This design comes from an exercise in tuning for small area and a short achievable clock period on the open sky130 flow, not from production work. RTL that was checked went through simulation tests only; none was proved equivalent to the original.

==> job 5762 <==
## mas_mul_radix_top
module mas_mul_radix_top (
  input               clk,
  input               rstn,
  input        [31:0] in1,
  input        [31:0] in2,
  output logic [63:0] res
);
wire ng2;
wire ng4;
wire ng6;
wire ng8;
wire ng10;
wire ng12;
wire ng14;
wire ng16;
wire ng18;
wire ng20;
wire ng22;
wire ng24;
wire ng26;
wire ng28;
wire ng30;
wire ng32;
wire s33;
wire c34;
wire s35;
wire c36;
wire s37;
wire c38;
wire s39;
wire c40;
wire s41;
wire c42;
wire s43;
wire c44;
wire s45;
wire c46;
wire s47;
wire c48;
wire s49;
wire c50;
wire s51;
wire c52;
wire s53;
wire c54;
wire s55;
wire c56;
wire s57;
wire c58;
wire s59;
wire c60;
wire s61;
wire c62;
wire s63;
wire c64;
wire s65;
wire c66;
wire s67;
wire c68;
wire s69;
wire c70;
wire s71;
wire c72;
wire s73;
wire c74;
wire s75;
wire c76;
wire s77;
wire c78;
wire s79;
wire c80;
wire s81;
wire c82;
wire s83;
wire c84;
wire s85;
wire c86;
wire s87;
wire c88;
wire s89;
wire c90;
wire s91;
wire c92;
wire s93;
wire c94;
wire s95;
wire c96;
wire s97;
wire c98;
wire s99;
wire c100;
wire s101;
wire c102;
wire s103;
wire c104;
wire s105;
wire c106;
wire s107;
wire c108;
wire s109;
wire c110;
wire s111;
wire c112;
wire s113;
wire c114;
wire s115;
wire c116;
wire s117;
wire c118;
wire s119;
wire c120;
wire s121;
wire c122;
wire s123;
wire c124;
wire s125;
wire c126;
wire s127;
wire c128;
wire s129;
wire c130;
wire s131;
wire c132;
wire s133;
wire c134;
wire s135;
wire c136;
wire s137;
wire c138;
wire s139;
wire c140;
wire s141;
wire c142;
wire s143;
wire c144;
wire s145;
wire c146;
wire s147;
wire c148;
wire s149;
wire c150;
wire s151;
wire c152;
wire s153;
wire c154;
wire s155;
wire c156;
wire s157;
wire c158;
wire s159;
  ...
clock: 13.5 ns
lec_check: 0
cap_margin: 50
core_margin: 2
core_utilization: 60
slew_margin: 75
synth_hierarchical: 1
synth_minimum_keep_size: 0
standard.sh (not shown) runs the stock make flow with config.mk's settings and CLKGATE_MAP_FILE= SYNTH_SCRIPT=/design/flow/synth_recipe.tcl, a recipe that flattens the netlist after the stock synthesis.
==> flow/flow/run.sh <==
#!/bin/bash
# Own layout flow: the standard synthesis and layout, with the port
# buffers made from plain buffers (buffer_ports -buffer_cell) instead of the
# cell buffer_ports picks by itself.  Each tool's output goes to a log here.
set -euo pipefail
bash standard.sh synth > synth.log 2>&1
bash standard.sh "BUFFER_PORTS_ARGS=-buffer_cell sky130_fd_sc_hd__buf_2" finish > layout.log 2>&1
==> inputs of job 1353, as changes to job 5762 <==
==> flow/flow/run.sh (replaced) <==
#!/bin/bash
# Own layout flow: the standard synthesis, then the standard layout
# with port buffers made from plain buffers (buffer_ports -buffer_cell), a
# setup margin for ORFS's timing repair, and timing repair limited to
# resizing and pin swaps.  Each tool's output goes to a log file here.
set -euo pipefail
bash standard.sh synth > synth.log 2>&1
bash standard.sh "BUFFER_PORTS_ARGS=-buffer_cell sky130_fd_sc_hd__buf_2" SETUP_SLACK_MARGIN=5.3 "SETUP_MOVE_SEQUENCE=unbuffer,sizeup,swap" finish > layout.log 2>&1
--- a/flow/config.mk
+++ b/flow/config.mk
@@ -6,8 +6,8 @@
 export NUM_CORES = 4
 export LEC_CHECK = 0
-export CAP_MARGIN = 50
+export CAP_MARGIN = 30
 export CORE_MARGIN = 2
 export CORE_UTILIZATION = 60
-export SLEW_MARGIN = 75
+export SLEW_MARGIN = 50
 export SYNTH_HIERARCHICAL = 1
 export SYNTH_MINIMUM_KEEP_SIZE = 0
==> inputs of job 8281, as changes to job 5762 <==
--- a/flow/config.mk
+++ b/flow/config.mk
@@ -6,8 +6,9 @@
 export NUM_CORES = 4
 export LEC_CHECK = 0
-export CAP_MARGIN = 50
+export CAP_MARGIN = 20
 export CORE_MARGIN = 2
 export CORE_UTILIZATION = 60
-export SLEW_MARGIN = 75
+export SETUP_SLACK_MARGIN = 5
+export SLEW_MARGIN = 20
 export SYNTH_HIERARCHICAL = 1
 export SYNTH_MINIMUM_KEEP_SIZE = 0
==> comparison table <==
quantity                                                   job 8281      job 5762      job 1353
Tmin final                                                  8.49 ns       8.93 ns       8.30 ns
Final-layout non-clock buffer area share                     0.0532        0.0644        0.0551
Fmax                                                      0.118 GHz     0.112 GHz     0.120 GHz
Final HPWL from detailed placement                        69,900 um     72,300 um     72,400 um
Gr usage total                                                0.448         0.452         0.460
Met2 wire length                                          37,300 um     38,300 um     39,100 um
Final instance area                                    26,700 sq um  27,200 sq um  27,600 sq um
Total length of routed wires                              91,300 um     92,800 um     94,000 um
Period utilization                                            0.629         0.662         0.615
Fraction of layout cells with a size suffix above 1           0.186         0.195         0.226
Result of the run                  no timing/DRC/antenna violations  no timing/DRC/antenna violations  no timing/DRC/antenna violations
Hold_ws                                                     2.53 ns       2.26 ns       2.41 ns
Antenna diodes                                                    2             1             2
Worst Setup EP                                              res[49]       res[47]       res[37]

* * *

==> run A <==
mas_mul_radix_top, a different RTL version from the one above (not shown whole).
==> module mas_radix_encoder, before the edit <==
module mas_radix_encoder (
  input  [31:0] in1,
  input  [2:0]  in2,
  output        flag,
  output [32:0] res
);
wire one = in2[0] ^ in2[1];
wire two = (in2[2] & ~in2[1] & ~in2[0]) | (~in2[2] & in2[1] & in2[0]);
assign flag = in2[2] & ~(in2[1] & in2[0]);
wire [33:0] u = {{1'b0, in1} ^ {33{flag}}, flag};
assign res = ({33{one}} & u[33:1]) | ({33{two}} & u[32:0]);
endmodule
Settings: LEC_CHECK=0, CAP_MARGIN=20, CORE_MARGIN=2, CORE_UTILIZATION=45, SLEW_MARGIN=20, SYNTH_HIERARCHICAL=1, SYNTH_MINIMUM_KEEP_SIZE=0; clock period 13.5 ns.
run.sh (not shown) runs the stock make flow with config.mk's settings and CLKGATE_MAP_FILE= SYNTH_SCRIPT=/design/flow/synth_recipe.tcl, a recipe that flattens the netlist after the stock synthesis.
Stock flow here: none of the scripts above is used.
==> inputs of run K, as changes to run A <==
--- a/flow/design.v
+++ b/flow/design.v
@@ -5,9 +5,33 @@
   output [32:0] res
 );
-wire one = in2[0] ^ in2[1];
-wire two = (in2[2] & ~in2[1] & ~in2[0]) | (~in2[2] & in2[1] & in2[0]);
-assign flag = in2[2] & ~(in2[1] & in2[0]);
-wire [33:0] u = {{1'b0, in1} ^ {33{flag}}, flag};
-assign res = ({33{one}} & u[33:1]) | ({33{two}} & u[32:0]);
+wire one_n, two_n, neg_n;
+mas_radix_xnor d1 (.a(in2[0]), .b(in2[1]), .y(one_n));
+mas_radix_two  d2 (.b2(in2[2]), .b1(in2[1]), .one_n(one_n), .y(two_n));
+mas_radix_neg  d3 (.b(in2), .y(flag));
+mas_radix_inv  d4 (.a(flag), .y(neg_n));
+wire [33:0] un;
+assign un[0]  = neg_n;
+assign un[33] = neg_n;
+genvar j;
+generate
+  for (j = 0; j < 32; j = j + 1) begin : g_x
+    mas_radix_xnor x (.a(in1[j]), .b(flag), .y(un[j+1]));
+  end
+  for (j = 0; j < 33; j = j + 1) begin : g_s
+    mas_radix_sel s (.one_n(one_n), .u1_n(un[j+1]), .two_n(two_n), .u2_n(un[j]), .y(res[j]));
+  end
+endgenerate
+endmodule
+module mas_radix_two (input b2, b1, one_n, output y);
+assign y = ~(one_n & (b2 ^ b1));
+endmodule
+module mas_radix_neg (input [2:0] b, output y);
+assign y = b[2] & ~(b[1] & b[0]);
+endmodule
+module mas_radix_xnor (input a, b, output y);
+assign y = ~(a ^ b);
+endmodule
+module mas_radix_sel (input one_n, u1_n, two_n, u2_n, output y);
+assign y = ~((one_n | u1_n) & (two_n | u2_n));
 endmodule
 module mas_radix_adder (
==> flow/flow/run.sh (new file) <==
#!/bin/bash
# Own layout flow: the standard synthesis and layout, with the port
# buffers made from plain buffers (buffer_ports -buffer_cell) instead of the
# cell buffer_ports picks by itself.  Each tool's output goes to a log here.
set -euo pipefail
bash standard.sh synth > synth.log 2>&1
bash standard.sh "BUFFER_PORTS_ARGS=-buffer_cell sky130_fd_sc_hd__buf_2" finish > layout.log 2>&1
==> flow/standard.sh (new file) <==
#!/bin/bash
# synth_recipe.tcl (not shown) runs the flow's synth.tcl, then flattens the netlist and writes it again
# the make line also repeats each setting of config.mk as NAME=value (left out here)
make -C /OpenROAD-flow-scripts/flow DESIGN_CONFIG=/design/flow/config.mk WORK_HOME=/design/flow/orfs CLKGATE_MAP_FILE= SYNTH_SCRIPT=/design/flow/synth_recipe.tcl "${@:-finish}"
CAP_MARGIN = 60   (was 20)
CORE_UTILIZATION = 70   (was 45)
SETUP_SLACK_MARGIN = 4.5   (was unset)
SLEW_MARGIN = 85   (was 20)
removed: flow/run.sh
==> inputs of run B, as changes to run A <==
--- a/flow/design.v
+++ b/flow/design.v
@@ -5,9 +5,26 @@
   output [32:0] res
 );
-wire one = in2[0] ^ in2[1];
-wire two = (in2[2] & ~in2[1] & ~in2[0]) | (~in2[2] & in2[1] & in2[0]);
+wire one_n = ~(in2[0] ^ in2[1]);
+wire two_n = ~((in2[2] & ~in2[1] & ~in2[0]) | (~in2[2] & in2[1] & in2[0]));
 assign flag = in2[2] & ~(in2[1] & in2[0]);
-wire [33:0] u = {{1'b0, in1} ^ {33{flag}}, flag};
-assign res = ({33{one}} & u[33:1]) | ({33{two}} & u[32:0]);
+wire [33:0] un;
+wire s_n = ~in2[2];
+assign un[0]  = s_n;
+assign un[33] = s_n;
+genvar j;
+generate
+  for (j = 0; j < 32; j = j + 1) begin : g_x
+    mas_radix_xnor x (.a(in1[j]), .b(in2[2]), .y(un[j+1]));
+  end
+  for (j = 0; j < 33; j = j + 1) begin : g_s
+    mas_radix_sel s (.one_n(one_n), .u1_n(un[j+1]), .two_n(two_n), .u2_n(un[j]), .y(res[j]));
+  end
+endgenerate
+endmodule
+module mas_radix_xnor (input a, b, output y);
+assign y = ~(a ^ b);
+endmodule
+module mas_radix_sel (input one_n, u1_n, two_n, u2_n, output y);
+assign y = ~((one_n | u1_n) & (two_n | u2_n));
 endmodule
 module mas_radix_adder (
==> flow/flow/run.sh (new file) <==
#!/bin/bash
# Own layout flow: the standard synthesis and layout, with the port
# buffers made from plain buffers (buffer_ports -buffer_cell) instead of the
# cell buffer_ports picks by itself.  Each tool's output goes to a log here.
set -euo pipefail
bash standard.sh synth > synth.log 2>&1
bash standard.sh "BUFFER_PORTS_ARGS=-buffer_cell sky130_fd_sc_hd__buf_2" finish > layout.log 2>&1
==> flow/standard.sh (new file) <==
#!/bin/bash
# synth_recipe.tcl (not shown) runs the flow's synth.tcl, then flattens the netlist and writes it again
# the make line also repeats each setting of config.mk as NAME=value (left out here)
make -C /OpenROAD-flow-scripts/flow DESIGN_CONFIG=/design/flow/config.mk WORK_HOME=/design/flow/orfs CLKGATE_MAP_FILE= SYNTH_SCRIPT=/design/flow/synth_recipe.tcl "${@:-finish}"
CORE_UTILIZATION = 60   (was 45)
SETUP_SLACK_MARGIN = 5   (was unset)
SLEW_MARGIN = 35   (was 20)
removed: flow/run.sh
==> flow_metrics.env <==
export IMPL_status="aborted with a tool error"
export IMPL_stop_stage="detailed placement"
export IMPL_tool_error="Error: detail_place.tcl, 38 bad optional access"
export IMPL_fp_dieH_um=188.8
export IMPL_gp_congestion=1.039
export IMPL_synth_cell_type_count=16
export IMPL_synth_xor_area_frac=0.2225
export IMPL_synth_area_mm2=0.02390
-- figures above: run K

==> flow_metrics.env <==
export IMPL_synth_cell_type_count=17
export IMPL_worstPathMaxFanout=38
export IMPL_synth_most_common_cell="xnor2_1"
export IMPL_antenna_left=0
export IMPL_synth_area_mm2=0.02398
export IMPL_cts_sinks=64
export IMPL_synth_xor_area_frac=0.2100
export IMPL_hold_class="in -> async"
export IMPL_grt_util_all_layers=0.4478
export IMPL_gp_congestion=1.018
export IMPL_status="complete, no violations"
export IMPL_vias=20950
export IMPL_cts_tree="done"
-- figures above: run B

==> flow_metrics.env <==
export IMPL_grt_util_all_layers=0.3418
export IMPL_met3_wirelength_um=10960
export IMPL_synth_xor_area_frac=0.1983
export IMPL_layout_nonclk_buf_frac=0.06836
export IMPL_status="complete, no violations"
export IMPL_synth_area_mm2=0.02540
export IMPL_fp_dieH_um=241.6
export IMPL_multi_input_area_share=0.8185
export IMPL_syn_inst=2471
export IMPL_gp_congestion=0.9663
export IMPL_synth_cell_type_count=25
-- figures above: run A

For run A and run K, only the layout was checked, not whether the RTL still works.

==> port drivers added, routing unchanged <==
How much do the figures lean on ideal ports? The routed layouts below were timed once more, with nothing changed but the port constraints. Step 1: set_driving_cell puts a clkbuf_16 on clk and a buf_2 on each other input, an assumption about the parent block. Step 2 times the ports against the registers' clock, not the clock port: input delays grow and output delays shrink by t, the midpoint of the rising clock arrivals with the driver on. Three values: no drivers, after step 1, after step 2; two values: the first two.
| run | t (ns) | setup WS [ns] | worst register clock-pin slew, ns | worst slew at a driven data input, ns |
|---|---|---|---|---|
| job 5762 | 0.400 | 4.567 / 4.595 / 4.194 | 0.07 / 0.07 | 0.10 |
| job 1353 | 0.396 | 5.201 / 5.215 / 4.819 | 0.07 / 0.07 | 0.09 |
| job 8281 | 0.395 | 5.009 / 5.034 / 4.640 | 0.07 / 0.07 | 0.05 |
| run A | 0.404 | 3.610 / 3.628 / 3.224 | 0.08 / 0.08 | 0.10 |
| run B | 0.395 | 4.994 / 5.019 / 4.624 | 0.07 / 0.07 | 0.05 |
After both steps setup and hold are still met in every run listed. For run A, which loses most, drivers alone change the setup slack by +0.018 ns; drivers and shift together by -0.386 ns.
